Context: an optimization exercise on an open-source flow, tuned for small area. The choices shown serve that exercise and are no tape-out recipe. RTL that was checked went through simulation tests only; none was proved equivalent to the original. Only the layout flow was run in run 1; the RTL was not checked for function there. Power figures rest on the tool's default switching activity, not on a simulated workload. The clock port is modelled as an ideal driver; clocking choices that lean on that would not hold on a real chip.

## design/flow/flow/run.sh

```bash
#!/bin/bash
set -o pipefail
export CTS_ARGS="-sink_clustering_enable -repair_clock_nets -dont_use_dummy_load -sink_clustering_size 32 -sink_clustering_max_diameter 50"
export BUFFER_PORTS_ARGS="-buffer_cell sky130_fd_sc_hd__buf_1"
bash standard.sh > standard.log 2>&1
```

## design/flow/standard.sh

```bash
#!/bin/bash
# synth_recipe.tcl (not shown) runs the flow's synth.tcl, then flattens the netlist and writes it again
# the make line also repeats each setting of config.mk as NAME=value (left out here)
make -C /OpenROAD-flow-scripts/flow DESIGN_CONFIG=/design/flow/config.mk WORK_HOME=/design/flow/orfs CLKGATE_MAP_FILE= SYNTH_SCRIPT=/design/flow/synth_recipe.tcl "${@:-finish}"
```

## design/flow/config.mk

```make
export PLATFORM = sky130hd
export DESIGN_NAME = uart_core
export DESIGN_NICKNAME = uart_core
export VERILOG_FILES = /design/flow/design.v
export SDC_FILE = /design/flow/constraint.sdc
export NUM_CORES = 4
export LEC_CHECK = 0
export CAP_MARGIN = 5
export CORE_MARGIN = 2
export CORE_UTILIZATION = 60
export SLEW_MARGIN = 5
```

## design/flow/constraint.sdc

```tcl
create_clock -name core_clock -period 8.0 [get_ports {clk}]
set_input_delay 1.6000 -clock core_clock [delete_from_list [all_inputs] [get_ports {clk}]]
set_output_delay 1.6000 -clock core_clock [all_outputs]
set_load 0.01 [all_outputs]
```

## design/flow/design.v

```verilog
`timescale 1ns/10fs
module baud_generator(
  input            clk    ,
  input            rst_n  ,       
  input  [15:0]    baud_config_i ,
  output reg       en_16x_baud_o
);
  reg    [15:0]    baud_count;
  wire   [15:0]    baud_count_p1 = baud_count + 16'd1;
  always @(posedge clk or negedge rst_n) begin
    if(!rst_n) begin
      en_16x_baud_o <= 1'b0;
      baud_count    <= 16'd0;
    end
    else if(baud_count_p1 == baud_config_i) begin
      baud_count    <= 16'd0;
      en_16x_baud_o <= 1'b1;
    end
    else begin
      baud_count    <= baud_count_p1;
      en_16x_baud_o <= 1'b0;
    end
  end
endmodule
`timescale 1ns/10fs
module bbfifo_16x8_mem (
  input                clk  ,
  input                wen_i   , 
  input   [7:0]        wdata_i , 
  input   [3:0]        waddr_i , 
  input   [3:0]        raddr_i , 
  output  [7:0]        rdata_o  
);
  reg  [7:0]       mregs [0:15];
  assign rdata_o = mregs[raddr_i];
  always @(posedge clk) begin
    if(wen_i == 1'b1)
      mregs[waddr_i] <= wdata_i;
  end
endmodule
`timescale 1ns/10fs
module bbfifo_16x8(
  input          clk   ,
  input          rst_n ,       
  input          read_i    ,       
  input          write_i   ,       
  input          store_i   ,       
  input          clear_i   ,       
  input  [7:0]   data_in_i ,
  output [7:0]   data_out_o      ,    
  output         data_present_o  ,
  output         full_o    ,
  output         afull_o       
);
reg [4:0] rptr;
reg [4:0] wptr;
wire  full ;
wire  empty;
assign full_o     = full;
assign data_present_o = ~empty;
wire [3:0] store_addr = wptr[3:0] + {3'b0, write_i & ~clear_i};
bbfifo_16x8_mem bbfifo_16x8_mem (
  .clk        (clk ),
  .wen_i      (store_i ), 
  .wdata_i    (data_in_i ), 
  .waddr_i    (store_addr ), 
  .raddr_i    (rptr[3:0] ), 
  .rdata_o    (data_out_o )
);
always @(posedge clk or negedge rst_n)
  if(!rst_n)	
  	rptr <= 5'b0;
  else if(read_i && (!empty))
  	rptr <= rptr + 5'b1;
always @(posedge clk or negedge rst_n)
  if(!rst_n)
	  wptr <= 5'b0;
  else if(write_i && (!full))
  	wptr <= wptr + 5'b1;
wire [4:0] diff = wptr - rptr;
assign full    = (diff == 5'd16);
assign empty   = (diff == 5'd0);
assign afull_o = (diff == 5'd15);
endmodule
`timescale 1ns/10fs
module kcuart_rx(
  input            clk    ,
  input            rst_n  ,       
  input            msb_first_i      ,    
  input            parity_en_i      ,    
  input            start_polarity_i ,    
  input            en_16x_baud_i ,
  input            serial_in_i   ,
  output reg [7:0] data_out_o  ,
  output reg       data_strobe_o      
);
  wire [3:0] bit_count_p1;
  reg  [3:0] bit_count;
  wire [3:0] baud_count_p1;
  reg  [3:0] baud_count;
  reg        serial_in_d1, serial_in_d2, serial_in_d3;
  wire       calculated_parity;
  reg        start_bit, stop_bit;
  wire       mismatch_parity;
  reg  [8:0] received_data;
  wire [7:0] par_data;
  reg        rx_active;
  reg        stop_condtion;
  wire       break_condition;
  wire       start_polarity = start_polarity_i;
  wire       stop_polarity = ~start_polarity;
  always @(posedge clk or negedge rst_n) begin
    if(!rst_n)
      {serial_in_d1, serial_in_d2, serial_in_d3} <= 3'b0;
    else
      {serial_in_d1, serial_in_d2, serial_in_d3} <= {serial_in_i, serial_in_d1, serial_in_d2};
  end
  wire   serial_negedge = (serial_in_d2 == 1'b0 && serial_in_d3 == 1'b1);
  wire   serial_posedge = (serial_in_d2 == 1'b1 && serial_in_d3 == 1'b0);
  wire   start_condition = (start_polarity == 1'b0) ? (serial_negedge == 1'b1 && bit_count[3:0] == 4'd0 && rx_active == 1'b0)
                                                    : (serial_posedge == 1'b1 && bit_count[3:0] == 4'd0 && rx_active == 1'b0);    
  always @(posedge clk or negedge rst_n) begin
    if(!rst_n)
      rx_active <= 1'b0;
    else if(start_condition == 1'b1)
      rx_active <= 1'b1;
    else if(bit_count == 4'd1 && start_bit != start_polarity)   
      rx_active <= 1'b0;
    else if(stop_condtion == 1'b1)
      rx_active <= 1'b0;
  end
  assign baud_count_p1 = baud_count + 1;
  always @(posedge clk or negedge rst_n) begin
    if(!rst_n)
      baud_count <= 4'd0;
    else if(en_16x_baud_i == 1'b1 && rx_active == 1'b1)
      baud_count <= baud_count_p1;
    else if(rx_active == 1'b0)
      baud_count <= 4'd0;
  end
  wire [3:0] bit_num = (parity_en_i == 1'b0) ? 10 : 11;
  assign bit_count_p1 = bit_count + 1;
  always @(posedge clk or negedge rst_n) begin
    if(!rst_n)
      bit_count <= 4'd0;
    else if(en_16x_baud_i == 1'b1 && baud_count == 4'd15 && rx_active == 1'b1) begin
      if(bit_count < (bit_num - 1))
        bit_count <= bit_count_p1;
      else if(bit_count >= (bit_num - 1))
        bit_count <= 4'd0;
    end
    else if(rx_active == 1'b0)
      bit_count <= 4'd0;
  end
  always @(posedge clk or negedge rst_n) begin
    if(!rst_n)
      stop_condtion <= 0;
    else 
      stop_condtion <= (baud_count == 4'd8 && bit_count == (bit_num - 1) && en_16x_baud_i == 1'b1) ? 1 : 0; 
  end
  reg  [7:0] data_bits;
  reg        parity_bit;
  always @(posedge clk or negedge rst_n) begin
    if(!rst_n) begin
      parity_bit    <= 1'b0;
      start_bit     <= 1'b1;
      stop_bit      <= 1'b1;
    end
    else if(en_16x_baud_i == 1'b1 && baud_count == 4'd8 && rx_active == 1'b1) begin
      case(bit_count)
        4'd0:  start_bit        <= serial_in_d3 ;  
        4'd9:  
          if(parity_en_i == 1'b1)
            parity_bit <= serial_in_d3 ; 
          else
            stop_bit         <= serial_in_d3 ;
        4'd10: 
          if(parity_en_i == 1'b1)
            stop_bit <= serial_in_d3 ;
      endcase
    end
    else if(rx_active == 1'b0) begin
      parity_bit    <= 1'b0;
      start_bit     <= start_polarity;
      stop_bit      <= stop_polarity;
    end
  end
  always @(posedge clk) begin
    if(en_16x_baud_i == 1'b1 && baud_count == 4'd8 && rx_active == 1'b1) begin
      case(bit_count)
        4'd1:  data_bits[0] <= serial_in_d3 ;
        4'd2:  data_bits[1] <= serial_in_d3 ;
        4'd3:  data_bits[2] <= serial_in_d3 ;
        4'd4:  data_bits[3] <= serial_in_d3 ;
        4'd5:  data_bits[4] <= serial_in_d3 ;
        4'd6:  data_bits[5] <= serial_in_d3 ;
        4'd7:  data_bits[6] <= serial_in_d3 ;
        4'd8:  data_bits[7] <= serial_in_d3 ;
      endcase
    end
  end
  always @(*) received_data = {parity_bit, data_bits};
  assign break_condition = (stop_bit != stop_polarity && bit_count == (bit_num - 1)) ? 1 : 0;
  assign par_data[7:0] = (msb_first_i == 1'b0) ? received_data[7:0] : {received_data[0], received_data[1], received_data[2],
                           received_data[3], received_data[4], received_data[5], received_data[6], received_data[7]};
  assign calculated_parity = ^received_data[7:0];
  assign mismatch_parity = (parity_en_i == 1'b1 && calculated_parity != received_data[8]) ? 1'b1 : 1'b0;
  always @(posedge clk or negedge rst_n) begin
    if(!rst_n) 
      data_strobe_o <= 1'b0;
    else 
      data_strobe_o <= (stop_condtion == 1'b1 && break_condition == 1'b0 && mismatch_parity == 1'b0);
  end
  always @(*) data_out_o = par_data;
endmodule
`timescale 1ns/10fs
module kcuart_tx(
  input          clk     ,
  input          rst_n   ,       
  input          msb_first_i      ,     
  input          parity_en_i      ,     
  input          start_polarity_i ,     
  input  [7:0]   data_in_i        ,
  input          send_character_i ,
  input          en_16x_baud_i   ,
  output reg     serial_out_o     ,
  output reg     tx_complete_o      
);
  wire [3:0]      bit_count_p1;
  reg  [3:0]      bit_count;
  wire [3:0]      baud_count_p1;
  reg  [3:0]      baud_count;
  wire       start_polarity = start_polarity_i;
  wire       stop_polarity = ~start_polarity;
  assign baud_count_p1 = baud_count + 1;
  always @(posedge clk or negedge rst_n) begin
    if(!rst_n)
      baud_count <= 4'd0;
    else if(send_character_i == 1'b0)
      baud_count <= 4'd0;
    else if(en_16x_baud_i == 1'b1)
      baud_count <= baud_count_p1;
  end
  wire [3:0] bit_num = (parity_en_i == 1'b0) ? 10 : 11;
  assign bit_count_p1 = bit_count + 1;
  always @(posedge clk or negedge rst_n) begin
    if(!rst_n)
      bit_count <= 4'd0;
    else if(en_16x_baud_i == 1'b1 && baud_count == 4'd15) begin
      if(bit_count < (bit_num - 1) && send_character_i == 1'b1)
        bit_count <= bit_count_p1;
      else if(send_character_i == 1'b0 || bit_count >= (bit_num - 1))
        bit_count <= 4'd0;
    end
  end
  wire         parity_bit = ^data_in_i[7:0];
  wire [8:0]   data_sent = (msb_first_i == 1'b0) ? {parity_bit, data_in_i[7:0]} : {parity_bit, data_in_i[0], data_in_i[1],
                                  data_in_i[2], data_in_i[3], data_in_i[4], data_in_i[5], data_in_i[6], data_in_i[7]};
  always @(posedge clk or negedge rst_n) begin
    if(!rst_n)
      serial_out_o <= 1'b1;
    else if(en_16x_baud_i == 1'b1) begin
      if(baud_count == 4'b0 && send_character_i == 1'b1) 
        case(bit_count)
          4'd0:  serial_out_o <= start_polarity;  
          4'd1:  serial_out_o <= data_sent[0];
          4'd2:  serial_out_o <= data_sent[1];
          4'd3:  serial_out_o <= data_sent[2];
          4'd4:  serial_out_o <= data_sent[3];
          4'd5:  serial_out_o <= data_sent[4];
          4'd6:  serial_out_o <= data_sent[5];
          4'd7:  serial_out_o <= data_sent[6];
          4'd8:  serial_out_o <= data_sent[7];
          4'd9:  
            if(parity_en_i == 1'b1) 
              serial_out_o <= data_sent[8];
            else
              serial_out_o <= stop_polarity;    
          default: serial_out_o <= stop_polarity;
        endcase
      else if(send_character_i == 1'b0)
        serial_out_o <= stop_polarity;
    end
  end
  always @(posedge clk or negedge rst_n) begin
    if(!rst_n)
      tx_complete_o <= 1'b0;
    else if(en_16x_baud_i == 1'b1) begin
      if(bit_count == (bit_num - 1) && baud_count == 4'd15)
        tx_complete_o <= 1'b1;
      else
        tx_complete_o <= 1'b0;
    end
    else
      tx_complete_o <= 1'b0;
  end
endmodule
`timescale 1ns/10fs
module uart_rx(
  input          clk      ,
  input          rst_n    ,       
  input          msb_first_i       ,       
  input          parity_en_i       ,       
  input          start_polarity_i  ,       
  input          serial_in_i       ,
  output [7:0]   data_out_o        ,
  input          read_buffer_i     ,
  input          reset_buffer_i    ,                     
  input          en_16x_baud_i    ,
  output reg     buffer_data_present_o
);
  wire  reset_buffer_n = rst_n & (~reset_buffer_i);
  wire  data_strobe;
  always @(posedge clk or negedge reset_buffer_n) begin
    if(!reset_buffer_n)
      buffer_data_present_o <= 1'b0;
    else if(data_strobe)
      buffer_data_present_o <= 1'b1;
    else if(read_buffer_i)
      buffer_data_present_o <= 1'b0;
  end
  kcuart_rx kcuart_rx(
    .clk              (clk)    ,
    .rst_n            (rst_n)  ,    
    .parity_en_i      (parity_en_i),    
    .msb_first_i      (msb_first_i),                          
    .start_polarity_i (start_polarity_i),
    .serial_in_i      (serial_in_i ),
    .en_16x_baud_i    (en_16x_baud_i ),
    .data_out_o       (data_out_o ),
    .data_strobe_o    (data_strobe )  
  );
endmodule
`timescale 1ns/10fs
module uart_tx(
  input          clk      ,
  input          rst_n    ,       
  input          msb_first_i       ,    
  input          parity_en_i       ,    
  input          start_polarity_i  ,    
  input  [7:0]   data_in_i         ,
  input          write_buffer_i    ,       
  input          write_now_i       ,       
  input          reset_buffer_i    ,       
  input          en_16x_baud_i    ,
  output         serial_out_o        ,
  output         buffer_full_o       ,
  output         buffer_afull_o
);
  wire  reset_buffer_n = rst_n & (~reset_buffer_i);
  wire  tx_complete;
  wire  data_present;
  wire  [7:0] fifo_dout;
  bbfifo_16x8 bbfifo_16x8(
    .clk              (clk),
    .rst_n            (reset_buffer_n),      
    .read_i           (tx_complete),      
    .write_i          (write_buffer_i),
    .store_i          (write_now_i),
    .clear_i          (reset_buffer_i),      
    .data_in_i        (data_in_i),
    .data_out_o       (fifo_dout),    
    .data_present_o   (data_present),
    .full_o           (buffer_full_o),
    .afull_o          (buffer_afull_o)
  );                                
  kcuart_tx kcuart_tx(
    .clk              (clk),
    .rst_n            (rst_n),    
    .parity_en_i      (parity_en_i),    
    .msb_first_i      (msb_first_i),                          
    .start_polarity_i (start_polarity_i),
    .data_in_i        (fifo_dout),
    .send_character_i (data_present),
    .en_16x_baud_i    (en_16x_baud_i),
    .serial_out_o     (serial_out_o),
    .tx_complete_o    (tx_complete)  
  );
endmodule
`timescale 1ns/10fs
module uart_regs(
  input                bus2ip_clk      ,
  input                bus2ip_rst_n    ,
  input  [15:0]        bus2ip_addr_i   ,
  input  [15:0]        bus2ip_data_i   ,
  input                bus2ip_wr_ce_i  ,     
  output reg           parity_en_o         ,       
  output reg           msb_first_o         ,       
  output reg           start_polarity_o    ,       
  output reg           reset_buffer_o      ,       
  output reg [15:0]    baud_config_o
);
  parameter BASEADDR = 4'h0;
  reg    reset_buffer, reset_buffer_d1, reset_buffer_d2;
  always @(posedge bus2ip_clk or negedge bus2ip_rst_n) begin
    if(!bus2ip_rst_n) begin
      baud_config_o[15:0] <= 16'd68;          
      parity_en_o         <= 1'b0;
      msb_first_o         <= 1'b0;
      start_polarity_o    <= 1'b0;
      reset_buffer        <= 1'b0;
    end
    else if(bus2ip_wr_ce_i == 1'b1 && bus2ip_addr_i[15:12] == BASEADDR) begin
      case(bus2ip_addr_i[11:0])
        12'h000:   baud_config_o[15:0]        <= bus2ip_data_i[15:0];
        12'h001:   {parity_en_o, msb_first_o, start_polarity_o} <= bus2ip_data_i[2:0] ;
        12'h002:   reset_buffer               <= bus2ip_data_i[0]   ;
      endcase
    end
    else
      reset_buffer       <= 1'b0;
  end
  always @(posedge bus2ip_clk or negedge bus2ip_rst_n) begin
    if(!bus2ip_rst_n) begin
      {reset_buffer_d1, reset_buffer_d2} <= 2'b0;
      reset_buffer_o  <= 1'b0;
    end
    else begin
      {reset_buffer_d1, reset_buffer_d2} <= {reset_buffer, reset_buffer_d1};
      reset_buffer_o  <= (reset_buffer | reset_buffer_d1) & (~reset_buffer_d2);
    end
  end
endmodule
`timescale 1ns/10fs
module bus_master(
  input                  clk               ,
  input                  rst_n             ,       
  input                  en_16x_baud_i        ,
  input  [7:0]           rx_data_out_i            ,
  output                 rx_read_buffer_o         ,
  input                  rx_buffer_data_present_i ,
  output reg [7:0]       tx_data_in_o           ,
  output reg             tx_write_buffer_o      ,       
  output                 tx_write_now_o         ,
  input                  tx_buffer_full_i       ,
  input                  tx_buffer_afull_i,
  output  [15:0]         bus2ip_addr_o   ,
  output  [15:0]         bus2ip_data_o   ,
  output                 bus2ip_rd_ce_o  ,     
  output                 bus2ip_wr_ce_o  ,     
  input   [15:0]         ip2bus_data_i
);
  parameter SOF = 8'haa;
  parameter EOF = 8'hd5;
  parameter TIMEOUT_VALUE = 12'd3200;   
  wire          present = rx_buffer_data_present_i;
  wire          get_sof_p1;
  reg           get_sof_done;
  wire          get_eof_p1;
  reg           get_eof_done;
  reg  [11:0]   baud_timer;
  reg  [5:0]    byte_count;
  reg  [5:0]    expected_count;
  wire [5:0]    byte_count_p1 = byte_count + 6'd1;
  always @(posedge clk or negedge rst_n) begin
    if(!rst_n)
      baud_timer <= 12'd0;
    else if(present == 1'b1 || get_eof_done == 1'b1)
      baud_timer <= 12'd0;
    else if(en_16x_baud_i == 1'b1 && baud_timer < TIMEOUT_VALUE)
      baud_timer <= baud_timer + 12'd1;
  end
  wire baud_timeout = (baud_timer == TIMEOUT_VALUE);
  assign get_sof_p1 = present && (rx_data_out_i == SOF);
  assign get_eof_p1 = present && (rx_data_out_i == EOF) && (byte_count == expected_count);
  wire   sof = (get_sof_done == 1'b0 && get_sof_p1 == 1'b1);
  always @(posedge clk or negedge rst_n) begin
    if(!rst_n)
      get_sof_done <= 1'b0;
    else if(baud_timeout == 1'b1 || (get_eof_done == 1'b0 && get_eof_p1 == 1'b1))
      get_sof_done <= 1'b0;
    else if(get_sof_p1 == 1'b1)
      get_sof_done <= 1'b1;
  end
  always @(posedge clk or negedge rst_n) begin
    if(!rst_n)
      get_eof_done <= 1'b0;
    else if(sof)
      get_eof_done <= 1'b0;
    else if(get_eof_p1 == 1'b1)
      get_eof_done <= 1'b1;
  end
  always @(posedge clk or negedge rst_n) begin
    if(!rst_n)
      byte_count <= 6'd0;
    else if(sof)
      byte_count <= 6'd1;
    else if(present == 1'b1 && get_eof_p1 == 1'b0 && get_eof_done == 1'b0)
      byte_count <= byte_count_p1;
    else if(baud_timeout == 1'b1 || get_eof_done == 1'b1)
      byte_count <= 6'd0;
  end
  wire [3:0]    opcode = rx_data_out_i[7:4];
  reg           write_reg;
  reg           read_reg;
  reg  [3:0]    burst_len;  
  reg  [15:0]   base_addr;
  always @(posedge clk or negedge rst_n) begin
    if(!rst_n) begin
      write_reg <= 1'b0;
      read_reg  <= 1'b0;
    end
    else if(sof) begin
      write_reg <= 1'b0;
      read_reg  <= 1'b0;
    end
    else if(byte_count == 6'd1 && present == 1'b1) begin
      read_reg  <= (opcode == 4'b0000);
      write_reg <= (opcode == 4'b0001);
    end
  end
  always @(posedge clk) begin
    if(byte_count == 6'd1 && present == 1'b1)
      burst_len <= rx_data_out_i[3:0];
  end
  always @(posedge clk) begin
    if(byte_count == 6'd2 && present == 1'b1)
      base_addr[15:8] <= rx_data_out_i;
    if(byte_count == 6'd3 && present == 1'b1)
      base_addr[7:0]  <= rx_data_out_i;
  end
  always @(posedge clk or negedge rst_n) begin
    if(!rst_n)
      expected_count <= 6'd63;
    else if(read_reg == 1'b1)
      expected_count <= 6'd5;
    else if(write_reg == 1'b1)
      expected_count <= {1'b0, burst_len, 1'b1} + 6'd6;
  end
  reg  [15:0]  wring [0:15];
  reg  [3:0]   wphase;
  reg          wpend;
  reg          wpend_hi;
  reg  [3:0]   wpend_word;
  wire [5:0]   wpos = byte_count - 6'd4;
  wire         wcapture = present == 1'b1 && write_reg == 1'b1 && !sof && byte_count >= 6'd4 && byte_count <= 6'd35;
  wire         winsert  = wpend && (wpend_word == wphase);
  always @(posedge clk or negedge rst_n) begin
    if(!rst_n)
      wphase <= 4'd0;
    else
      wphase <= wphase + 4'd1;
  end
  always @(posedge clk or negedge rst_n) begin
    if(!rst_n)
      wpend <= 1'b0;
    else if(wcapture)
      wpend <= 1'b1;
    else if(winsert)
      wpend <= 1'b0;
  end
  always @(posedge clk) begin
    if(wcapture) begin
      wpend_hi   <= ~wpos[0];
      wpend_word <= wpos[4:1];
    end
  end
  integer k;
  always @(posedge clk) begin
    for(k = 0; k < 15; k = k + 1)
      wring[k] <= wring[k+1];
    wring[15][15:8] <= (winsert && wpend_hi)  ? rx_data_out_i : wring[0][15:8];
    wring[15][7:0]  <= (winsert && !wpend_hi) ? rx_data_out_i : wring[0][7:0];
  end
  reg  [7:0]  calculated_fcs;
  reg         fcs_matched;
  always @(posedge clk or negedge rst_n) begin
    if(!rst_n)
      calculated_fcs <= 8'h0;
    else if(sof)
      calculated_fcs <= 8'h0;
    else if(byte_count != 6'd0 && present == 1'b1)
      calculated_fcs <= calculated_fcs ^ rx_data_out_i;
  end
  always @(posedge clk or negedge rst_n) begin
    if(!rst_n)
      fcs_matched <= 1'b0;
    else if(sof)
      fcs_matched <= 1'b0;
    else if(byte_count_p1 == expected_count && present == 1'b1)
      fcs_matched <= (calculated_fcs == rx_data_out_i);
  end
  reg         write_in_progress;
  reg  [4:0]  write_step;
  reg         write_enable;
  always @(posedge clk or negedge rst_n) begin
    if(!rst_n)
      write_in_progress <= 1'b0;
    else if(fcs_matched == 1'b1 && write_reg == 1'b1 && get_eof_done == 1'b0 && get_eof_p1 == 1'b1)
      write_in_progress <= 1'b1;
    else if(write_step == {burst_len, 1'b1})
      write_in_progress <= 1'b0;
  end
  always @(posedge clk or negedge rst_n) begin
    if(!rst_n)
      write_step <= 5'd0;
    else if(sof)
      write_step <= 5'd0;
    else if(write_in_progress == 1'b1)
      write_step <= write_step + 5'd1;
  end
  always @(posedge clk or negedge rst_n) begin
    if(!rst_n)
      write_enable <= 1'b0;
    else
      write_enable <= write_in_progress;
  end
  reg         read_in_progress;
  reg  [4:0]  read_step;
  reg         read_enable;
  reg         read_enable_d1;
  reg  [15:0] read_data [0:15];
  always @(posedge clk or negedge rst_n) begin
    if(!rst_n)
      read_in_progress <= 1'b0;
    else if(fcs_matched == 1'b1 && read_reg == 1'b1 && get_eof_done == 1'b0 && get_eof_p1 == 1'b1)
      read_in_progress <= 1'b1;
    else if(read_step == {burst_len, 1'b1})
      read_in_progress <= 1'b0;
  end
  always @(posedge clk or negedge rst_n) begin
    if(!rst_n)
      read_step <= 5'd0;
    else if(sof)
      read_step <= 5'd0;
    else if(read_in_progress == 1'b1)
      read_step <= read_step + 5'd1;
  end
  always @(posedge clk or negedge rst_n) begin
    if(!rst_n) begin
      read_enable    <= 1'b0;
      read_enable_d1 <= 1'b0;
    end
    else begin
      read_enable    <= read_in_progress;
      read_enable_d1 <= read_enable;
    end
  end
  wire [4:0]  write_step_m1 = write_step - 5'd1;
  wire [4:0]  read_step_m1  = read_step - 5'd1;
  always @(posedge clk) begin
    if(read_enable == 1'b1 && read_step[0] == 1'b0)
      read_data[read_step_m1[4:1]] <= ip2bus_data_i;
  end
  reg    get_eof_done_d1;
  always @(posedge clk or negedge rst_n) begin
    if(!rst_n)
      get_eof_done_d1 <= 1'b0;
    else
      get_eof_done_d1 <= get_eof_done;
  end
  assign rx_read_buffer_o = (write_in_progress || read_in_progress || (get_eof_done & (~get_eof_done_d1))) ? 1'b0 : present;
  reg         tx_start;
  reg         tx_in_progress;
  reg  [5:0]  tx_count;
  reg  [3:0]  tx_burst_len, tx_burst_len_z1;
  reg  [15:0] tx_base_addr, tx_base_addr_z1;
  wire [5:0]  tx_last = {1'b0, tx_burst_len_z1, 1'b1} + 6'd6;    
  wire        tx_ok = (tx_buffer_full_i == 1'b0 && tx_buffer_afull_i == 1'b0);
  wire        read_done = (read_enable_d1 == 1'b1 && read_enable == 1'b0);
  always @(posedge clk or negedge rst_n) begin
    if(!rst_n)
      tx_start <= 1'b0;
    else if(read_done)
      tx_start <= 1'b1;
    else if(tx_in_progress == 1'b0)
      tx_start <= 1'b0;
  end
  always @(posedge clk) begin
    if(read_done) begin
      tx_burst_len <= burst_len;
      tx_base_addr <= base_addr;
    end
  end
  always @(posedge clk or negedge rst_n) begin
    if(!rst_n)
      tx_in_progress <= 1'b0;
    else if(tx_start == 1'b1 && tx_in_progress == 1'b0)
      tx_in_progress <= 1'b1;
    else if(tx_count == tx_last && tx_ok)
      tx_in_progress <= 1'b0;
  end
  always @(posedge clk) begin
    if(tx_start == 1'b1 && tx_in_progress == 1'b0) begin
      tx_burst_len_z1 <= tx_burst_len;
      tx_base_addr_z1 <= tx_base_addr;
    end
  end
  always @(posedge clk) begin
    if(tx_in_progress == 1'b1 && tx_ok)
      tx_count <= tx_count + 6'd1;
    else if(tx_in_progress == 1'b0)
      tx_count <= 6'h0;
  end
  wire [3:0]  tx_word = tx_count[4:1] - 4'd2;
  wire [15:0] tx_rd   = read_data[tx_word];
  reg  [7:0]  tx_byte;
  always @(*) begin
    case(tx_count)
      6'd0   :  tx_byte = 8'haa;
      6'd1   :  tx_byte = {4'b0, tx_burst_len_z1};
      6'd2   :  tx_byte = tx_base_addr_z1[15:8];
      6'd3   :  tx_byte = tx_base_addr_z1[7:0];
      default:  tx_byte = tx_count[0] ? tx_rd[7:0] : tx_rd[15:8];
    endcase
  end
  reg  tx_in_progress_d1;
  reg  [7:0] tx_fcs;
  always @(posedge clk or negedge rst_n) begin
    if(!rst_n)
      tx_in_progress_d1 <= 0;
    else
      tx_in_progress_d1 <= tx_in_progress;
   end
  always @(posedge clk) begin
    if(tx_in_progress == 1'b1 && tx_in_progress_d1 == 1'b1 && tx_ok)
      tx_fcs <= tx_byte ^ tx_fcs;
    else if(tx_in_progress == 1'b0)
      tx_fcs <= 8'h0;
  end
  always @(*) begin
    if(tx_count == tx_last - 6'd1)
      tx_data_in_o = tx_fcs;
    else if(tx_count == tx_last)
      tx_data_in_o = 8'hd5;
    else
      tx_data_in_o = tx_byte;
  end
  assign tx_write_now_o = tx_in_progress && tx_ok;
  always @(posedge clk or negedge rst_n) begin
    if(!rst_n)
      tx_write_buffer_o <= 1'b0;
    else
      tx_write_buffer_o <= tx_write_now_o;
  end
  wire [3:0]  bus_word = write_enable ? write_step_m1[4:1] : read_step_m1[4:1];
  assign bus2ip_addr_o  = base_addr + {12'h0, bus_word};
  wire [3:0]  wring_pos = write_step_m1[4:1] - wphase;
  assign bus2ip_data_o  = wring[wring_pos];
  assign bus2ip_rd_ce_o = read_enable;
  assign bus2ip_wr_ce_o = write_enable;
endmodule
`timescale 1ns/10fs
module uart_core(
  input                  clk     ,
  input                  rst_n   ,       
  input                  serial_in_i     ,
  output                 serial_out_o    ,  
  output  [15:0]         bus2ip_addr_o   ,
  output  [15:0]         bus2ip_data_o   ,
  output                 bus2ip_rd_ce_o  ,     
  output                 bus2ip_wr_ce_o  ,     
  input   [15:0]         ip2bus_data_i
);
  wire          parity_en ; 
  wire          msb_first ; 
  wire          start_polarity;
  wire          en_16x_baud;
  wire          reset_buffer;
  wire [7:0]    rx_data_out ;
  wire          rx_read_buffer;
  wire          rx_buffer_data_present;
  wire  [7:0]   tx_data_in         ; 
  wire          tx_write_buffer    ; 
  wire          tx_write_now       ; 
  wire          tx_buffer_full     ; 
  wire          tx_buffer_afull;
  wire  [15:0]  baud_config  ;
  uart_rx uart_rx(
    .clk                   (clk ),
    .rst_n                 (rst_n ),     
    .parity_en_i           (parity_en ),     
    .msb_first_i           (msb_first ),     
    .start_polarity_i      (start_polarity),
    .serial_in_i           (serial_in_i ),
    .data_out_o            (rx_data_out ),
    .read_buffer_i         (rx_read_buffer ),
    .reset_buffer_i        (reset_buffer ),                     
    .en_16x_baud_i         (en_16x_baud ),
    .buffer_data_present_o (rx_buffer_data_present )
  );
  uart_tx uart_tx(
    .clk                   (clk ) , 
    .rst_n                 (rst_n ) , 
    .parity_en_i           (parity_en ) , 
    .msb_first_i           (msb_first ) , 
    .start_polarity_i      (start_polarity),
    .data_in_i             (tx_data_in ) , 
    .write_buffer_i        (tx_write_buffer ) , 
    .write_now_i           (tx_write_now ) , 
    .reset_buffer_i        (reset_buffer ) , 
    .en_16x_baud_i         (en_16x_baud ) , 
    .serial_out_o          (serial_out_o ) , 
    .buffer_full_o         (tx_buffer_full ) , 
    .buffer_afull_o        (tx_buffer_afull )
  );
  baud_generator  baud_generator(
    .clk                   (clk )   ,
    .rst_n                 (rst_n)  ,
    .baud_config_i         (baud_config )  ,
    .en_16x_baud_o         (en_16x_baud )
  );
  uart_regs  uart_regs(
    .bus2ip_clk            (clk   ),
    .bus2ip_rst_n          (rst_n ),
    .bus2ip_addr_i         (bus2ip_addr_o  ),
    .bus2ip_data_i         (bus2ip_data_o  ),
    .bus2ip_wr_ce_i        (bus2ip_wr_ce_o ),
    .parity_en_o           (parity_en    ) ,     
    .msb_first_o           (msb_first    ) ,    
    .start_polarity_o      (start_polarity),
    .reset_buffer_o        (reset_buffer ) ,   
    .baud_config_o         (baud_config  ) 
  );
  bus_master  bus_master(
    .clk                     (clk        ),
    .rst_n                   (rst_n      ),      
    .en_16x_baud_i           (en_16x_baud   ),
    .rx_data_out_i           (rx_data_out            ) ,
    .rx_read_buffer_o        (rx_read_buffer         ) ,
    .rx_buffer_data_present_i(rx_buffer_data_present ) ,
    .tx_data_in_o            (tx_data_in          ) ,
    .tx_write_buffer_o       (tx_write_buffer     ) ,
    .tx_write_now_o          (tx_write_now        ) ,
    .tx_buffer_full_i        (tx_buffer_full      ) ,
    .tx_buffer_afull_i       (tx_buffer_afull),
    .bus2ip_addr_o           (bus2ip_addr_o   ) ,
    .bus2ip_data_o           (bus2ip_data_o   ) ,
    .bus2ip_rd_ce_o          (bus2ip_rd_ce_o  ) ,  
    .bus2ip_wr_ce_o          (bus2ip_wr_ce_o  ) , 
    .ip2bus_data_i           (ip2bus_data_i ) 
  );
endmodule
```

==> run notes, run 1 <==
Post-Syn Instances 2,367; antenna viol nets, final 0; critical path type flip-flop to output pin; Clock Tree Buf Depth 3; Root Buffer clkbuf_16; Primary FF master, synth edfxtp_1; crit-path max FO 24; slew margin rel. around 16%; Mapped Area ~34,000 sq um; Critical Path AT 4970 ps; # fillers between 4k and 5k; fmax roughly 150 MHz; largest family of logic cells by synthesized area multiplexers; CTS Buf Count 69; Slew @ Worst Pin 1220 ps; switching part of the total between 10% and 20%; nets roughly 2.5k; DR pass1 iterations 8; min Tclk post-route approximately 6600 ps; Compound-Gate Fraction of Synth Area between 5 and 6%; post-synthesis mux area share 10.9%; simple-gate area share of the yosys netlist a little over 8%; commonest non-fill, non-tap cell in the layout edfxtp_1; fin crit share ~80%; post_cts resized 0; number of remaining DRC errors 0; setup violators final 0; I/O Pins 54; Via density slightly above 6; Hold Violations, Final 0; via count just under 20k; initial core utilization 60.8%; async set-reset flop share out of synthesis about 16%; leakage around 13 nW; Worst-Skew Late Latency 620 ps; xor and xnor area share after synthesis about 4.5%; syn avg cell area about 15 sq um; number of synthesized register bits around 870; die width 243 um; EDFF count, synth about 470; CTS tree done; Seq pwr share between 60% and 70%; Util after Layout 65.8%; P_sw approximately 0.0015 W; first-pass GRT wire length about 120,000 um; count of buffers from port buffering between 50 and 60; sequential cell area approximately 23,000 sq um; Clk pwr share a little under two fifths; ratio of cells with drive above 1 in the final layout 12.3%; Detailed Route Iter0 Violations approximately 1.8k; area grow syn2layout 8.25%; CP Launch Type flip-flop; Yosys Warn Count 9; Worst Path Required approximately 6400 ps; combinational share of power less than 1%; Multi-input gate area 10,900 sq um; CORE AREA about 56,000 sq um; # Post-CTS Setup Buffers 0; Slew Viols, Final 0; Min Hold Slack 299 ps; # clock sinks roughly 870; Mapped Nets roughly 2.4k; WL final 74,900 um; P_int around 0.0062 W; DR WL/cell 23.5 um; Post-Synth Adder-Cell Area between 2 and 2.5%; Die Height roughly 240 um; htree depth 3; RSZ-0062 raised after global routing false; largest net degree at the start of global routing approximately 80; CP Capture Type output pin; vias in the first global route ~20k; commonest non-fill, non-tap cells in the layout edfxtp_1, dfxtp_1, nor2_1; Min-Delay Path Class flip-flop to async pin; Max VDD drop ~0.19 mV; Layout Skew ~54 ps; DP HPWL between 40,000 and 50,000 um; Overall Global Routing Usage roughly a quarter; Final TNS setup 0 ps; synth unique cells slightly above 80; Congestion Overflow GR 0; Max Cap Viol 0; register area share after synthesis approximately two thirds; Post-CTS Hold Fix Bufs 0; outcome no timing/DRC/antenna violations; row cnt 87; die area approximately 59,000 sq um; CTS clk-pin slew, worst paths 60 ps; pwr dens just over 200 nW/um^2; Placer Congestion between 0.8 and 0.9; initial antenna violation count 2
## final timing paths
| path | start | endpoint | slack, ps | depth (start not counted) |
|---|---|---|---|---|
| hold / removal | uart_regs.reset_buffer_o$_DFF_PN0_ | uart_rx.buffer_data_present_o$_DFFE_PN0P_ | 300 | 1 |
| hold reg to reg | uart_regs.reset_buffer_o$_DFF_PN0_ | uart_rx.buffer_data_present_o$_DFFE_PN0P_ | 300 | 1 |
| max in group asynchronous | rst_n | uart_rx.kcuart_rx.serial_in_d3$_DFF_PN0_ | 5350 | 2 |
| min in group core_clock | bus_master.wring[10][14]$_DFF_P_ | bus_master.wring[9][14]$_DFF_P_ | 310 | 0 |
| setup / recovery | bus_master.write_step[0]$_DFFE_PN0P_ | bus2ip_data_o[10] | 1430 | 11 |
| setup reg to reg | bus_master.read_step[0]$_DFFE_PN0P_ | uart_regs.baud_config_o[3]$_DFFE_PN0P_ | 3390 | 14 |
## through the flow
step                      std cells  instance area (sq um)  setup WS [ps]  total power, W
final                          3191                  37200           1430         0.00767
after CTS                      3189                  37200           1430         0.00773
after detailed placement       3120                  35400           2060         0.00482
after floorplan                2367                  34300           3190         0.00479
after global placement         3120                  35400           2180         0.00482
after global routing           3191                  37200           1150         0.00790
## power by group through the flow
stage               Clock [W]  Combinational, W  Sequential (W)
finish                0.00294         0.0000436         0.00468
global route          0.00316         0.0000505         0.00468
CTS                   0.00300         0.0000448         0.00468
detailed placement          0         0.0000446         0.00478
global placement            0         0.0000419         0.00478
floorplan                   0         0.0000109         0.00478
## synth_stat cells (all sizes together) (60+ instances only)
cell / count / area (sq um)
a21oi: 75 / 375
mux2i: 67 / 671
inv: 69 / 259
nor2: 190 / 713
xor2: 81 / 717
dfxtp: 256 / 5120
o21ai: 66 / 330
edfxtp: 471 / 14100
dfrtp: 129 / 3230
mux4: 117 / 2690
xnor2: 90 / 788
nand3: 60 / 300
nand2: 138 / 518
## critical path, cell delays in order (launching register included)
cell	delay (ps)
dfrtp_1	420
inv_1	80
ha_1	220
xnor2_1	370
fa_2	750
or2_2	460
nor2_1	840
a222oi_1	300
nand2_1	100
o21ai_0	80
a21oi_1	540
buf_1	230
## cells by family (layout without fill, tap and decap cells)
family	after synthesis	after routing
AO/OA/AOI/OAI	301	301
XOR/XNOR	173	173
adder cells (fa/ha/maj)	58	58
buffers and inverters	171	237
flip-flops	866	866
multiplexers	219	219
other	0	2
AND/OR/NAND/NOR	579	579
## final cells by class
cell class,count,area share [%]
timing repair buffer,98,1.45
multi-input combinational,1330,29.4
sequential,866,61.2
inverter,70,0.707
antenna,2,0.0135
clock buffer,69,4.64
tap,756,2.54
## layer usage
layer / global-route usage (%) / vias up / part of all wire, %
li1: - / 8890 / -
met1: 34.9 / 9885 / 42
met2: 43.1 / 574 / 50
met3: 3.70 / 125 / 5.3
met4: 8.70 / 0 / 3.0
met5: 0 / - / 0
==> inputs of run 2 (changes only) <==
--- a/design/flow/design.v
+++ b/design/flow/design.v
@@ -58,7 +58,9 @@
 wire  empty;
 assign full_o     = full;
 assign data_present_o = ~empty;
-wire [3:0] store_addr = wptr[3:0] + {3'b0, write_i & ~clear_i};
+wire [4:0] rptr_p1 = rptr + 5'b1;
+wire [4:0] wptr_p1 = wptr + 5'b1;
+wire [3:0] store_addr = (write_i & ~clear_i) ? wptr_p1[3:0] : wptr[3:0];
 bbfifo_16x8_mem bbfifo_16x8_mem (
   .clk        (clk ),
   .wen_i      (store_i ), 
@@ -71,16 +73,16 @@
   if(!rst_n)	
   	rptr <= 5'b0;
   else if(read_i && (!empty))
-  	rptr <= rptr + 5'b1;
+  	rptr <= rptr_p1;
 always @(posedge clk or negedge rst_n)
   if(!rst_n)
 	  wptr <= 5'b0;
   else if(write_i && (!full))
-  	wptr <= wptr + 5'b1;
-wire [4:0] diff = wptr - rptr;
-assign full    = (diff == 5'd16);
-assign empty   = (diff == 5'd0);
-assign afull_o = (diff == 5'd15);
+  	wptr <= wptr_p1;
+wire same_slot = (wptr[3:0] == rptr[3:0]);
+assign full    = same_slot && (wptr[4] != rptr[4]);
+assign empty   = same_slot && (wptr[4] == rptr[4]);
+assign afull_o = (wptr_p1[3:0] == rptr[3:0]) && (wptr_p1[4] != rptr[4]);
 endmodule
 `timescale 1ns/10fs
 module kcuart_rx(
@@ -449,6 +451,7 @@
   wire          get_eof_p1;
   reg           get_eof_done;
   reg  [11:0]   baud_timer;
+  wire          baud_timeout = (baud_timer == TIMEOUT_VALUE);
   reg  [5:0]    byte_count;
   reg  [5:0]    expected_count;
   wire [5:0]    byte_count_p1 = byte_count + 6'd1;
@@ -457,10 +460,9 @@
       baud_timer <= 12'd0;
     else if(present == 1'b1 || get_eof_done == 1'b1)
       baud_timer <= 12'd0;
-    else if(en_16x_baud_i == 1'b1 && baud_timer < TIMEOUT_VALUE)
+    else if(en_16x_baud_i == 1'b1 && !baud_timeout)    
       baud_timer <= baud_timer + 12'd1;
   end
-  wire baud_timeout = (baud_timer == TIMEOUT_VALUE);
   assign get_sof_p1 = present && (rx_data_out_i == SOF);
   assign get_eof_p1 = present && (rx_data_out_i == EOF) && (byte_count == expected_count);
   wire   sof = (get_sof_done == 1'b0 && get_sof_p1 == 1'b1);
@@ -588,14 +590,14 @@
       write_in_progress <= 1'b0;
     else if(fcs_matched == 1'b1 && write_reg == 1'b1 && get_eof_done == 1'b0 && get_eof_p1 == 1'b1)
       write_in_progress <= 1'b1;
-    else if(write_step == {burst_len, 1'b1})
+    else if(write_step == {burst_len, 1'b0})
       write_in_progress <= 1'b0;
   end
   always @(posedge clk or negedge rst_n) begin
     if(!rst_n)
-      write_step <= 5'd0;
+      write_step <= 5'd31;
     else if(sof)
-      write_step <= 5'd0;
+      write_step <= 5'd31;
     else if(write_in_progress == 1'b1)
       write_step <= write_step + 5'd1;
   end
@@ -615,14 +617,14 @@
       read_in_progress <= 1'b0;
     else if(fcs_matched == 1'b1 && read_reg == 1'b1 && get_eof_done == 1'b0 && get_eof_p1 == 1'b1)
       read_in_progress <= 1'b1;
-    else if(read_step == {burst_len, 1'b1})
+    else if(read_step == {burst_len, 1'b0})
       read_in_progress <= 1'b0;
   end
   always @(posedge clk or negedge rst_n) begin
     if(!rst_n)
-      read_step <= 5'd0;
+      read_step <= 5'd31;
     else if(sof)
-      read_step <= 5'd0;
+      read_step <= 5'd31;
     else if(read_in_progress == 1'b1)
       read_step <= read_step + 5'd1;
   end
@@ -636,11 +638,9 @@
       read_enable_d1 <= read_enable;
     end
   end
-  wire [4:0]  write_step_m1 = write_step - 5'd1;
-  wire [4:0]  read_step_m1  = read_step - 5'd1;
   always @(posedge clk) begin
-    if(read_enable == 1'b1 && read_step[0] == 1'b0)
-      read_data[read_step_m1[4:1]] <= ip2bus_data_i;
+    if(read_enable == 1'b1 && read_step[0] == 1'b1)
+      read_data[read_step[4:1]] <= ip2bus_data_i;
   end
   reg    get_eof_done_d1;
   always @(posedge clk or negedge rst_n) begin
@@ -733,9 +733,9 @@
     else
       tx_write_buffer_o <= tx_write_now_o;
   end
-  wire [3:0]  bus_word = write_enable ? write_step_m1[4:1] : read_step_m1[4:1];
+  wire [3:0]  bus_word = write_enable ? write_step[4:1] : read_step[4:1];
   assign bus2ip_addr_o  = base_addr + {12'h0, bus_word};
-  wire [3:0]  wring_pos = write_step_m1[4:1] - wphase;
+  wire [3:0]  wring_pos = write_step[4:1] - wphase;
   assign bus2ip_data_o  = wring[wring_pos];
   assign bus2ip_rd_ce_o = read_enable;
   assign bus2ip_wr_ce_o = write_enable;
==> design/flow/flow/run.sh (replaced) <==
#!/bin/bash
set -o pipefail
export CTS_ARGS="-sink_clustering_enable -repair_clock_nets -dont_use_dummy_load -sink_clustering_size 30 -sink_clustering_max_diameter 100"
export BUFFER_PORTS_ARGS="-buffer_cell sky130_fd_sc_hd__buf_1"
bash standard.sh > standard.log 2>&1
==> design/flow/config.mk (replaced) <==
export PLATFORM = sky130hd
export DESIGN_NAME = uart_core
export DESIGN_NICKNAME = uart_core
export VERILOG_FILES = /design/flow/design.v
export SDC_FILE = /design/flow/constraint.sdc
export NUM_CORES = 4
export LEC_CHECK = 0
export CAP_MARGIN = 20
export CORE_MARGIN = 2
export CORE_UTILIZATION = 70
export PLACE_DENSITY = 0.75
export SLEW_MARGIN = 20
==> run notes, run 2 <==
first-pass GRT wire length 114,000 um (-1.8%); family with the most delay on the worst path simple AND/OR/NAND/NOR gates; initial antenna violation count 1 (-1); crit-path max FO 21 (-13%); Yosys Warn Count 9 (unchanged); Post-Syn Instances 2,364 (-0.13%); antenna viol nets, final 0 (unchanged); nets 2,474 (-1.5%); Final TNS setup 0 ps (unchanged); cell with the most instances after synthesis edfxtp_1; outcome no timing/DRC/antenna violations; Worst Path Required 6400 ps (about the same); register area share after synthesis 66.6% (+0.34 points); syn avg cell area 14.5 sq um (-0.33%); commonest non-fill, non-tap cells in the layout edfxtp_1, dfxtp_1, nor2_1; CTS Buf Count 34 (-51%); top post-synthesis cells by count edfxtp_1, dfxtp_1, nor2_1; slowest stage delay, CP 1020 ps (+180 ps); Clock Tree Buf Depth 3 (unchanged); Detailed Route Iter0 Violations 2,176 (+21%); synth unique cells 88 (+7.3%); CP Capture Type output pin; Slew Viols, Final 0 (unchanged); via count 19.6k (+0.71%); Mapped Area 34,200 sq um (-0.46%); largest net degree at the start of global routing 68 (-16%); commonest non-fill, non-tap cell in the layout edfxtp_1; Max VDD drop 0.276 mV (+46%); DR WL/cell 24.6 um (+5.0%); min Tclk post-route 6360 ps (-213 ps); Max Cap Viol 0 (unchanged); EDFF count, synth 471 (unchanged); number of remaining DRC errors 0 (unchanged); Overall Global Routing Usage 30.0% (+4.3 points); CORE AREA 47,900 sq um (-15%); Via density 6.49 (+6.4%); Placer Congestion 0.909 (+2.0%); count of buffers from port buffering 53 (unchanged); Root Buffer clkbuf_16; fmax 157 MHz (+3.3%); R2R cell count 13 (-1); fin crit share 79.5% (-2.7 points); Synth area leaders edfxtp_1, dfxtp_1, dfrtp_1, mux4_2, xnor2_1; Post-DP Area 35,200 sq um (-0.77%); Primary FF master, synth edfxtp_1; die area 50,600 sq um (-14%); Die Height 225 um (-7.5%); Congestion Overflow GR 0 (unchanged); pwr dens 187 nW/um^2 (-9.5%); Mapped Nets 2,432 (-0.49%); critical path type flip-flop to output pin; row cnt 80 (-8.0%); CTS tree done; top cell type's share of synthesized area 41.4% (+0.19 points); htree depth 2 (-1); post-synthesis cell type with the largest combined area edfxtp_1; DP HPWL 49,000 um (+1.7%); Layout Skew 45.1 ps (-9.31 ps); Slowest cell on crit path nand3_1; final worst setup slack 1640 ps (+213 ps); Top cell by count, worst path inv_1; async set-reset flop share out of synthesis 16.1% (unchanged); Critical Path AT 4760 ps (-210 ps); vias in the first global route 19.7k (-0.71%); RSZ-0062 raised after global routing false; slew margin rel. 22.8% (+6.7 points); Min-Delay Path Class flip-flop to async pin; leakage 12.5 nW (-5.2%); setup violators final 0 (unchanged); number of synthesized register bits 866 (unchanged); post_cts resized 0 (unchanged); # Post-CTS Setup Buffers 0 (unchanged); WL final 74,400 um (-0.66%); CP Launch Type flip-flop; # clock sinks 866 (unchanged); die width 225 um (-7.5%); Worst Path Buf+Inv 3 (+1); CP cell instances inv_1 -> ha_1 -> inv_1 -> fa_1 -> xnor2_2 -> nand3_1 -> a31oi_1 -> buf_1; Hold Violations, Final 0 (unchanged); initial core utilization 71.3% (+11 points); final instance area 36,000 sq um (-3.1%); area grow syn2layout 5.40%; Post-CTS Hold Fix Bufs 0 (unchanged); Slew @ Worst Pin 1160 ps (-65.4 ps); I/O Pins 54 (unchanged); Setup Slack @ Placement 2340 ps (+273 ps); ratio of cells with drive above 1 in the final layout 12.6% (+0.32 points); Worst path depth 8 (-3); Worst-Skew Late Latency 600 ps (-20 ps); DR pass1 iterations 6 (-2); CTS clk-pin slew, worst paths 110 ps (+50 ps)
## run 2: cell families after synthesis
| family | count (synthesis) | share of synthesized area [%] |
|---|---|---|
| flops | 866 | 66.6 |
| simple gates | 596 | 8.48 |
| compound gates | 304 | 6.27 |
| mux | 214 | 10.3 |
| buf+inv | 168 | 2.16 |
| xor+xnor | 167 | 4.32 |
| fa+ha+maj | 49 | 1.84 |
## run 2: final timing paths
| check | startpoint | end | slack [ps] |
|---|---|---|---|
| max in group asynchronous | rst_n | uart_tx.bbfifo_16x8.rptr[1]$_DFFE_PN0P_ | 5600 |
| worst min register to register | uart_regs.reset_buffer_o$_DFF_PN0_ | uart_tx.bbfifo_16x8.rptr[4]$_DFFE_PN0P_ | 310 |
| worst max register to register | bus_master.write_step[1]$_DFFE_PN1P_ | uart_regs.baud_config_o[12]$_DFFE_PN0P_ | 3700 |
| worst max-delay path | bus_master.write_step[1]$_DFFE_PN1P_ | bus2ip_data_o[6] | 1640 |
| worst min-delay path | uart_regs.reset_buffer_o$_DFF_PN0_ | uart_tx.bbfifo_16x8.rptr[4]$_DFFE_PN0P_ | 310 |
| min in group core_clock | bus_master.wring[10][4]$_DFF_P_ | bus_master.wring[9][4]$_DFF_P_ | 330 |
## run 2: final cells by class
| class | count | area (sq um) |
|---|---|---|
| fill | 2948 | 11900 |
| clock buffer | 34 | 851 |
| sequential | 866 | 22800 |
| inverter | 67 | 251 |
| antenna | 1 | 2.50 |
| tap | 615 | 769 |
| multi-input combinational | 1330 | 10800 |
| timing repair buffer | 107 | 608 |
## run 2: report_power, final
| group | total, W | switching (W) | internal [W] |
|---|---|---|---|
| registers | 0.00468 | 0.00000692 | 0.00467 |
| clock network | 0.00200 | 0.00123 | 0.000773 |
| logic | 0.0000408 | 0.0000334 | 0.00000742 |
## run 2: metal layers
| layer | global-route usage [%] | routed length (um) | up-vias | share of wire, % |
|---|---|---|---|---|
| li1 | - | - | 8816 | - |
| met1 | 40.6 | 29700 | 9820 | 40 |
| met2 | 51.1 | 37100 | 814 | 50 |
| met3 | 3.57 | 5050 | 162 | 6.8 |
| met4 | 10.5 | 2530 | 0 | 3.4 |
| met5 | 0 | 0 | - | 0 |
## run 2: per-stage QoR
| stage | util (%) | hold slack [ps] | std cells | total power [W] |
|---|---|---|---|---|
| after floorplan | - | 323 | 2364 | 0.00479 |
| after global routing | 75.1 | 345 | 3020 | 0.00690 |
| after CTS | 75.1 | 326 | 3019 | 0.00675 |
| after global placement | 73.4 | 325 | 2985 | 0.00482 |
| after detailed placement | 73.4 | 313 | 2985 | 0.00482 |
| final | 75.1 | 311 | 3020 | 0.00672 |
==> inputs of run 3 (changes only) <==
==> design/flow/config.mk (replaced) <==
export PLATFORM = sky130hd
export DESIGN_NAME = uart_core
export DESIGN_NICKNAME = uart_core
export VERILOG_FILES = /design/flow/design.v
export SDC_FILE = /design/flow/constraint.sdc
export NUM_CORES = 4
export LEC_CHECK = 0
export CAP_MARGIN = 0
export CORE_MARGIN = 2
export CORE_UTILIZATION = 65
export SLEW_MARGIN = 0
==> run notes, run 3 <==
met3 wire length 4240 um (-16%); Worst Path Required 6400 ps (about the same); Final TNS setup 0 ps (unchanged); DR pass1 iterations 7 (+1); Max VDD drop 0.238 mV (-14%); fmax 161 MHz (+2.4%); synth unique cells 88 (unchanged); CTS Buf Count 35 (+2.9%); R2R cell count 8 (-5); Mapped Area 34,200 sq um (unchanged); CTS clk-pin slew, worst paths 110 ps (about the same); count of buffers from port buffering 53 (unchanged); R2R Setup Slk 3650 ps (-50 ps); Die Height 233 um (+3.7%); Inserted Diodes 0 (-1); ratio of cells with drive above 1 in the final layout 12.6% (-0.042 points); CORE AREA 52,200 sq um (+8.9%); max layer used met4; Slew Viols, Final 0 (unchanged); sequential cell area 22,800 sq um (unchanged); Worst Setup EP bus2ip_data_o[3]; Placer Congestion 0.923 (+1.6%); critical path type flip-flop to output pin; row cnt 84 (+5.0%); leakage 12.5 nW (about the same); post-synthesis cell type with the largest combined area edfxtp_1; die width 233 um (+3.7%); slew margin rel. 10.6% (-12 points); commonest non-fill, non-tap cell in the layout edfxtp_1; # fillers 3,490 (+18%); nets 2,474 (unchanged); initial core utilization 65.4% (-5.9 points); crit path launch bus_master.write_step[2]$_DFFE_PN1P_; Max Cap Viol 0 (unchanged); Slew @ Worst Pin 1300 ps (+146 ps); reg-to-reg critical path endpoint bus_master.wpend$_DFFE_PN0P_; htree depth 2 (unchanged); Power Total 0.00677 W (+0.65%); Overall Global Routing Usage 27.9% (-2.2 points); cell with the most instances after synthesis edfxtp_1; top cell type's share of synthesized area 41.4% (unchanged); antenna viol nets, final 0 (unchanged); I/O Pins 54 (unchanged); commonest non-fill, non-tap cells in the layout edfxtp_1, dfxtp_1, nor2_1; DR WL/cell 24.0 um (-2.5%); Via density 6.32 (-2.6%); # clock sinks 866 (unchanged); area grow syn2layout 5.70%; vias in the first global route 19.4k (-1.7%); Post-CTS Hold Fix Bufs 0 (unchanged); async set-reset flop share out of synthesis 16.1% (unchanged); EDFF count, synth 471 (unchanged); largest net degree at the start of global routing 67 (-1.5%); register area share after synthesis 66.6% (unchanged); Critical Path AT 4610 ps (-150 ps); Primary FF master, synth edfxtp_1; Synth area leaders edfxtp_1, dfxtp_1, dfrtp_1, mux4_2, xnor2_1; RSZ-0062 raised after global routing false; CP Launch Type flip-flop; Yosys Warn Count 9 (unchanged); post_cts resized 0 (unchanged); WL final 74,200 um (-0.20%); met2 WL 36,700 um (-1.0%); syn avg cell area 14.5 sq um (unchanged); top post-synthesis cells by count edfxtp_1, dfxtp_1, nor2_1; # Post-CTS Setup Buffers 0 (unchanged); Congestion Overflow GR 0 (unchanged); outcome no timing/DRC/antenna violations; Mapped Nets 2,432 (unchanged); pwr dens 187 nW/um^2 (+0.36%); via count 19.5k (-0.32%); Clock Tree Buf Depth 3 (unchanged); Multi-input gate area 10,800 sq um (about the same); initial antenna violation count 0 (-1); Worst-Skew Late Latency 620 ps (+20 ps); fin crit share 77.6% (-1.9 points); Hold Violations, Final 0 (unchanged); DP HPWL 49,100 um (about the same); CTS tree done; number of synthesized register bits 866 (unchanged); Detailed Route Iter0 Violations 1,930 (-11%); min Tclk post-route 6210 ps (-152 ps); CP Capture Type output pin; number of remaining DRC errors 0 (unchanged); Layout Skew 67.8 ps (+22.7 ps); setup violators final 0 (unchanged); die area 54,400 sq um (+7.6%); Min-Delay Path Class flip-flop to flip-flop; worst reg2reg startpoint uart_regs.msb_first_o$_DFFE_PN0P_; crit-path max FO 43 (+100%); first-pass GRT wire length 114,000 um (+0.11%); Post-Syn Instances 2,364 (unchanged); Root Buffer clkbuf_16; metal1 wirelength 30,500 um (+2.7%)
## run 3: cell counts after synthesis
Identical to the previous run, type by type.
## run 3: logic make-up (layout without fill, tap and decap cells)
family	Yosys count	after routing	synth area share, %
flip-flops	866	866	66.6
AND/OR/NAND/NOR	596	596	8.48
AO/OA/AOI/OAI	304	304	6.27
multiplexers	214	214	10.3
buffers and inverters	168	208	2.16
XOR/XNOR	167	167	4.32
adder cells (fa/ha/maj)	49	49	1.84
## run 3: worst max-delay path, stage by stage (launching register included)
cell and delay, ps:
dfstp_2 640, ha_1 250, nor2b_1 140, o21ai_1 310
nand3_4 210, nand2_4 550, nand3_1 890, o211ai_1 340
a211oi_1 90, a31oi_1 380, buf_1 200
## run 3: metal layers
| layer | vias up | global-route usage (%) |
|---|---|---|
| li1 | 8794 | - |
| met1 | 9952 | 38.1 |
| met2 | 672 | 46.2 |
| met3 | 131 | 3.50 |
| met4 | 0 | 10.5 |
| met5 | - | 0 |
## run 3: per-stage QoR
stage               cells  hold WS, ps  setup slack, ps  area [sq um]  utilization, %
global placement     3057          330             2510         35300            67.5
floorplan            2364          323             3630         34200               -
finish               3092          285             1790         36100            69.2
global route         3092          275             1490         36100            69.2
detailed placement   3057          335             2460         35300            67.5
CTS                  3092          282             1810         36100            69.2
## run 3: cell type report
class	instances	area share, %
Sequential cell	866	63.0
Multi-Input combinational cell	1330	29.8
Clock buffer	35	2.42
Tap cell	688	2.38
Timing Repair Buffer	106	1.66
Inverter	67	0.696
## run 3: power by group
part           switching (W)  internal, W  total (W)  leakage, nW
sequential        0.00000677      0.00467    0.00468         8.21
combinational      0.0000342   0.00000740  0.0000416         3.86
clock                0.00125     0.000794    0.00205        0.431
## run 3: worst min path at each step
stage	start	endpoint	slack, ps	cells past startpoint
floorplan	bus_master.wring[4][15]$_DFF_P_	bus_master.wring[3][15]$_DFF_P_	320	0
global placement	bus_master.wring[7][4]$_DFF_P_	bus_master.wring[6][4]$_DFF_P_	330	0
detailed placement	bus_master.wring[7][9]$_DFF_P_	bus_master.wring[6][9]$_DFF_P_	340	0
CTS	bus_master.wring[2][11]$_DFF_P_	bus_master.wring[1][11]$_DFF_P_	280	0
global route	bus_master.wring[2][11]$_DFF_P_	bus_master.wring[1][11]$_DFF_P_	270	0
finish	bus_master.wring[2][11]$_DFF_P_	bus_master.wring[1][11]$_DFF_P_	290	0
==> inputs of run 4 (changes only) <==
==> design/flow/config.mk (replaced) <==
export PLATFORM = sky130hd
export DESIGN_NAME = uart_core
export DESIGN_NICKNAME = uart_core
export VERILOG_FILES = /design/flow/design.v
export SDC_FILE = /design/flow/constraint.sdc
export NUM_CORES = 4
export LEC_CHECK = 0
export CAP_MARGIN = 20
export CORE_MARGIN = 2
export CORE_UTILIZATION = 60
export GPL_ROUTABILITY_DRIVEN = 0
export GPL_TIMING_DRIVEN = 0
export SLEW_MARGIN = 20
==> run notes, run 4 <==
outcome no timing/DRC/antenna violations; Worst Path Required 6400 ps (about the same); initial antenna violation count 0 (unchanged); Die Height 243 um (+4.0%); # Post-CTS Setup Buffers 0 (unchanged); HP Start bus_master.wring[2][5]$_DFF_P_; commonest non-fill, non-tap cell in the layout edfxtp_1; worst hold path endpoint bus_master.wring[1][5]$_DFF_P_; Congestion Overflow GR 0 (unchanged); min Tclk post-route 6600 ps (+388 ps); die area 58,900 sq um (+8.2%); CTS clk-pin slew, worst paths 120 ps (about the same); setup violators final 0 (unchanged); Seq pwr share 68.5% (-0.7 points); Inserted Diodes 0 (unchanged); critical path type flip-flop to output pin; leakage 12.7 nW (+1.4%); Post-CTS Hold Fix Bufs 0 (unchanged); post-synthesis cell type with the largest combined area edfxtp_1; first-pass GRT wire length 122,000 um (+7.0%); nets 2,541 (+2.7%); area grow syn2layout 6.99%; CTS tree done; syn avg cell area 14.5 sq um (unchanged); htree depth 2 (unchanged); Power Total 0.00683 W (+0.94%); row cnt 87 (+3.6%); DP HPWL 54,100 um (+10%); Critical Path AT 5000 ps (+390 ps); EDFF count, synth 471 (unchanged); die width 243 um (+4.0%); commonest non-fill, non-tap cells in the layout edfxtp_1, dfxtp_1, nor2_1; Mapped Area 34,200 sq um (unchanged); async set-reset flop share out of synthesis 16.1% (unchanged); I/O Pins 54 (unchanged); hold depth 0 (unchanged); antenna viol nets, final 0 (unchanged); vias in the first global route 19.9k (+2.5%); Worst-Skew Late Latency 630 ps (about the same); Clk pwr share 30.8% (+0.6 points); switching part of the total 19.5% (+0.38 points); Max VDD drop 0.172 mV (-28%); Clock Tree Buf Depth 3 (unchanged); largest net degree at the start of global routing 34 (-49%); RSZ-0062 raised after global routing false; post_cts resized 0 (unchanged); Post-Syn Instances 2,364 (unchanged); number of remaining DRC errors 0 (unchanged); crit-path max FO 10 (-77%); count of buffers from port buffering 53 (unchanged); reg-to-reg critical path endpoint uart_tx.bbfifo_16x8.bbfifo_16x8_mem.mregs[12][2]$_DFFE_PP_; CP Launch Type flip-flop; Layout Skew 99.3 ps (+31.5 ps); Hold Violations, Final 0 (unchanged); top post-synthesis cells by count edfxtp_1, dfxtp_1, nor2_1; fmax 152 MHz (-5.9%); worst reg2reg startpoint bus_master.tx_count[2]$_SDFFCE_PN0P_; CORE AREA 56,400 sq um (+7.9%); synth unique cells 88 (unchanged); top cell type's share of synthesized area 41.4% (unchanged); number of synthesized register bits 866 (unchanged); cell with the most instances after synthesis edfxtp_1; Overall Global Routing Usage 27.5% (-0.39 points); fin crit share 82.5% (+4.8 points); ratio of cells with drive above 1 in the final layout 13.0% (+0.35 points); Root Buffer clkbuf_16; CP Capture Type output pin; pwr dens 187 nW/um^2 (-0.27%); Util after Layout 64.9% (-4.3 points); Min-Delay Path Class flip-flop to flip-flop; Slew Viols, Final 0 (unchanged); initial core utilization 60.6% (-4.8 points); # clock sinks 866 (unchanged); via count 19.9k (+1.6%); P_sw 0.00133 W (+3.0%); P_int 0.00550 W (+0.47%); combinational share of power 0.7% (about the same); Max Cap Viol 0 (unchanged); Detailed Route Iter0 Violations 1,869 (-3.2%); DR pass1 iterations 6 (-1); DR WL/cell 24.8 um (+3.2%); slew margin rel. 24.3% (+14 points); WL final 80,000 um (+7.7%); Slew @ Worst Pin 1130 ps (-176 ps); R2R Setup Slk 3120 ps (-530 ps); Mapped Nets 2,432 (unchanged); Synth area leaders edfxtp_1, dfxtp_1, dfrtp_1, mux4_2, xnor2_1; Yosys Warn Count 9 (unchanged); register area share after synthesis 66.6% (unchanged); R2R cell count 10 (+2); Primary FF master, synth edfxtp_1; Via density 6.15 (-2.7%); CTS Buf Count 36 (+2.9%)
run 4: changes by cell type in the layout (fill, tap and decap cells not counted), sizes merged:
cell,before,now
buf,105,124
clkbuf,36,84
run 4: worst max-delay path by stage:
stage	from	to	cells past startpoint
CTS	bus_master.write_step[1]$_DFFE_PN1P_	bus2ip_data_o[12]	12
detailed placement	bus_master.write_step[1]$_DFFE_PN1P_	bus2ip_data_o[12]	12
floorplan	bus_master.write_step[1]$_DFFE_PN1P_	bus2ip_data_o[8]	12
finish	bus_master.write_step[1]$_DFFE_PN1P_	bus2ip_data_o[6]	11
global route	bus_master.write_step[1]$_DFFE_PN1P_	bus2ip_data_o[13]	13
global placement	rst_n	uart_regs.baud_config_o[11]$_DFFE_PN0P_	1
run 4: layer usage:
layer	routed length (um)	global-route usage (%)
met5	0	0
met4	2350	7.67
met1	34000	38.5
met2	38800	45.7
met3	4830	3.58
run 4: cell type report:
cell class | instances | area (sq um)
plain buffers | 101 | 488
clock buffers | 36 | 901
fillers | 4241 | 19800
inverters | 67 | 251
multi-input cells | 1330 | 10800
flip-flops and latches | 866 | 22800
well taps | 756 | 946
repair buffers | 71 | 393
run 4: logic make-up (layout without fill, tap and decap cells):
kind of cell | Yosys count | after routing | synth area share (%)
AOI/OAI and AO/OA | 304 | 304 | 6.27
xor gates and xnor gates | 167 | 167 | 4.32
adders and majority gates | 49 | 49 | 1.84
buffers and inverters | 168 | 275 | 2.16
DFF | 866 | 866 | 66.6
muxes | 214 | 214 | 10.3
and+or+nand+nor | 596 | 596 | 8.48
run 4: through the flow:
step                      cell area (sq um)  instances  setup TNS, ps  setup WS, ps  hold slack (ps)
after floorplan                       34200       2364              0          3630              323
after global placement                35300       3173         -55290          -514              328
after detailed placement              35700       3191              0          2170              331
after CTS                             36600       3227              0          1460              275
after global routing                  36600       3227              0          1300              271
final                                 36600       3227              0          1400              271
run 4: power groups by stage:
| stage | clock, W | combinational [W] | sequential [W] |
|---|---|---|---|
| floorplan | 0 | 0.0000111 | 0.00478 |
| global placement | 0 | 0.0000434 | 0.00478 |
| detailed placement | 0 | 0.0000517 | 0.00478 |
| CTS | 0.00213 | 0.0000518 | 0.00468 |
| global route | 0.00227 | 0.0000587 | 0.00468 |
| finish | 0.00210 | 0.0000508 | 0.00468 |
run 4: worst max-delay path: stages, from the launching register on:
cell	delay [ps]
dfstp_2	420
inv_1	90
ha_1	170
inv_1	60
fa_1	690
clkbuf_1	420
nand3_1	190
a21oi_1	830
buf_2	480
a222oi_1	150
a31oi_1	660
buf_1	210

## static timing again, ports no longer ideal
The flow's constraints put no driver on any port. The routed layouts listed below were extracted and timed again, unchanged, in two steps.
Step 1, drivers: a clkbuf_16 drives clk and a buf_2 each remaining input, both assumed.
Step 2 adds t to the input delays and takes it off the output delays; t is the mean of the earliest and latest rising clock arrival at the registers after step 1. Input paths then give back, and output paths get back, about the clock's delay inside the block.
Slacks: ideal ports / drivers / drivers and shift; pairs: ideal ports / drivers.
run	t, ns	setup slack, ns	hold WS [ns]
run 1	0.653	1.427 / 1.365 / 2.018	0.299 / 0.299 / 0.299
run 2	0.639	1.639 / 1.579 / 2.218	0.311 / 0.311 / 0.311
run 3	0.653	1.791 / 1.726 / 2.379	0.285 / 0.285 / 0.285
run 4	0.639	1.404 / 1.341 / 1.980	0.271 / 0.271 / 0.271
After both steps every run listed still meets setup and hold.
